What follows belongs to an exercise in optimizing a design on an open flow for small area; a production flow would make more cautious choices.
The RTL was checked by simulation tests, not by an equivalence proof against the original design.

==> flow/design.v (excerpt) <==
module top (
    input clk,
    input mode,
    input song,
    input plus,
    input minus,
    input rst,
    input set,
    input refer,
    input player1,
    input player2,
    output reg [8:0] rope,
    output reg [1:0] sel,
    output reg [1:0] ledr,
    output reg [1:0] ledg,
    output [1:0] ledb,
    output [3:0] ledop,
    output [7:0] segdata1,
    output [7:0] segdata0,
    output [7:0] seg,
    output [7:0] sel8,
    output reg ledplayer1,
    output reg ledplayer2,
    output reg buzzer,
    output reg round_indicator_1,
    output reg round_indicator_2
);
==> module debounce, before the edit <==
module debounce (clk,init,key,key_pulse,key_q);
input  clk;
input  init;
input  key;
output key_pulse;
output key_q;
reg       key_rst_pre_n;
reg       key_rst_n;
reg [7:0] cnt;
reg       key_sec_n;
reg       key_sec_pre_n;
wire key_edge = ~key_rst_pre_n & key_rst_n;
wire [7:0] carry = {&cnt[6:0], &cnt[5:0], &cnt[4:0], &cnt[3:0], &cnt[2:0], &cnt[1:0], cnt[0], 1'b1};
wire [7:0] cnt_next = (cnt ^ carry) & {8{~key_edge}};
always @(posedge clk)
begin
    key_rst_n <= ~key;
    if (init) begin
        key_rst_pre_n <= 1'b0;
        cnt           <= 8'h1;
        key_sec_n     <= 1'b0;
        key_sec_pre_n <= 1'b0;
    end
    else begin
        key_rst_pre_n <= key_rst_n;
        cnt <= cnt_next;
        if (carry[7] & cnt[7]) key_sec_n <= ~key;
        key_sec_pre_n <= key_sec_n;
    end
end
assign key_pulse = ~key_sec_pre_n & key_sec_n;
assign key_q = ~key_rst_n;
endmodule
export LEC_CHECK = 0
export ABC_AREA = 1
export ABC_CLOCK_PERIOD_IN_PS = 1000000
export CAP_MARGIN = 20
export CORE_MARGIN = 2
export CORE_UTILIZATION = 40
export CTS_CLUSTER_DIAMETER = 100
export CTS_CLUSTER_SIZE = 25
export PLACE_DENSITY = 0.6
export SLEW_MARGIN = 20
create_clock -name core_clock -period 10.0 [get_ports {clk}]
standard.sh (not shown) runs the stock make flow with config.mk's settings and CLKGATE_MAP_FILE= SYNTH_SCRIPT=/design/flow/synth_recipe.tcl, a recipe that flattens the netlist after the stock synthesis.
==> flow/flow/run.sh <==
#!/bin/bash
# The standard layout (the standard.sh, unchanged synthesis) with three
# changes: after synthesis every combinational cell gets the smallest drive
# strength of its function (flow/downsize.tcl; placement's repair step sizes
# up again where needed), the port buffers are sky130_fd_sc_hd__buf_1 cells,
# and clock tree synthesis inserts no dummy loads. Each tool's output is kept
# in a log file here.
set -euo pipefail
export BUFFER_PORTS_ARGS="-buffer_cell sky130_fd_sc_hd__buf_1"
export CTS_ARGS="-sink_clustering_enable -repair_clock_nets -sink_clustering_size 25 -sink_clustering_max_diameter 100 -dont_use_dummy_load"
bash ./standard.sh synth > standard_synth.log 2>&1
DOWNSIZE_DIR="$(pwd)/orfs/results/sky130hd/top/base" openroad -no_init -exit flow/downsize.tcl > downsize.log 2>&1
bash ./standard.sh > standard.log 2>&1
==> flow/flow/downsize.tcl <==
# Give every combinational cell of the synthesized netlist the smallest drive
# strength of its function (drive _1, else _0). Flip-flops, clock cells and
# the platform's low-power cells are left alone. Placement's repair step
# upsizes or buffers again wherever slew or capacitance needs it.
set results $::env(DOWNSIZE_DIR)
read_db $results/1_synth.odb
set db [ord::get_db]
set block [ord::get_db_block]
set swapped 0
foreach inst [$block getInsts] {
  set m [[$inst getMaster] getName]
  if {![regexp {^sky130_fd_sc_hd__(.+)_([0-9]+)$} $m -> f d]} { continue }
  if {$d <= 1} { continue }
  if {[regexp {^(df|edf|sdf|sedf|dl|clk|conb|tap|fill|decap|diode|lpflow|probe|ebuf|einv)} $f]} { continue }
  foreach s {1 0} {
    set nm [$db findMaster sky130_fd_sc_hd__${f}_$s]
    if {$nm ne "NULL" && $nm ne ""} {
      $inst swapMaster $nm
      incr swapped
      break
    }
  }
}
puts "downsize: swapped $swapped instances"
write_db $results/1_synth.odb
Then changed:
--- a/flow/design.v
+++ b/flow/design.v
@@ -605,10 +605,10 @@
 reg [7:0] cnt;
 reg       key_sec_n;
 reg       key_sec_pre_n;
 wire key_edge = ~key_rst_pre_n & key_rst_n;
-wire [7:0] carry = {&cnt[6:0], &cnt[5:0], &cnt[4:0], &cnt[3:0], &cnt[2:0], &cnt[1:0], cnt[0], 1'b1};
-wire [7:0] cnt_next = (cnt ^ carry) & {8{~key_edge}};
+wire fb = ~(cnt[7] ^ cnt[5] ^ cnt[4] ^ cnt[3]) ^ (cnt[6:0] == 7'h7f);
+wire [7:0] cnt_next = key_edge ? 8'h0 : {cnt[6:0], fb};
 always @(posedge clk)
 begin
     key_rst_n <= ~key;
     if (init) begin
@@ -619,9 +619,9 @@
     end
     else begin
         key_rst_pre_n <= key_rst_n;
         cnt <= cnt_next;
-        if (carry[7] & cnt[7]) key_sec_n <= ~key;
+        if (cnt == 8'h80) key_sec_n <= ~key;
         key_sec_pre_n <= key_sec_n;
     end
 end
 assign key_pulse = ~key_sec_pre_n & key_sec_n;
What happened: The new run completed without violations; routed wire length grows by 3.3%; hold slack is worse by 0.081 ns; register-to-register slack got worse by 0.09 ns; core utilization rises by 0.27 points; die area shrinks by 1.5%; critical path depth came out higher by 13.

[afterwards: timing with drivers on the ports]
The results above use ideal ports. As a check the final layouts listed here were re-extracted and re-timed, cells and wires unchanged. Step 1: set_driving_cell puts a clkbuf_16 on clk and a buf_2 on each other input, an assumption about the parent block. Step 2, shift: input delay + t, output delay - t, t = (earliest + latest rising clock arrival at the registers) / 2. This alone moves slack from input paths to output paths. a / b / c = no drivers / after step 1 / after step 2; a / b = the first two.
run	t (ns)	slack for setup (ns)	worst slew at a driven data input, ns	cell pins on the clock port's net
the first run	0.553	5.884 / 5.830 / 5.895	0.07	1
the second run	0.551	5.800 / 5.800 / 5.800	0.04	1
After both steps every run listed still meets setup and hold.
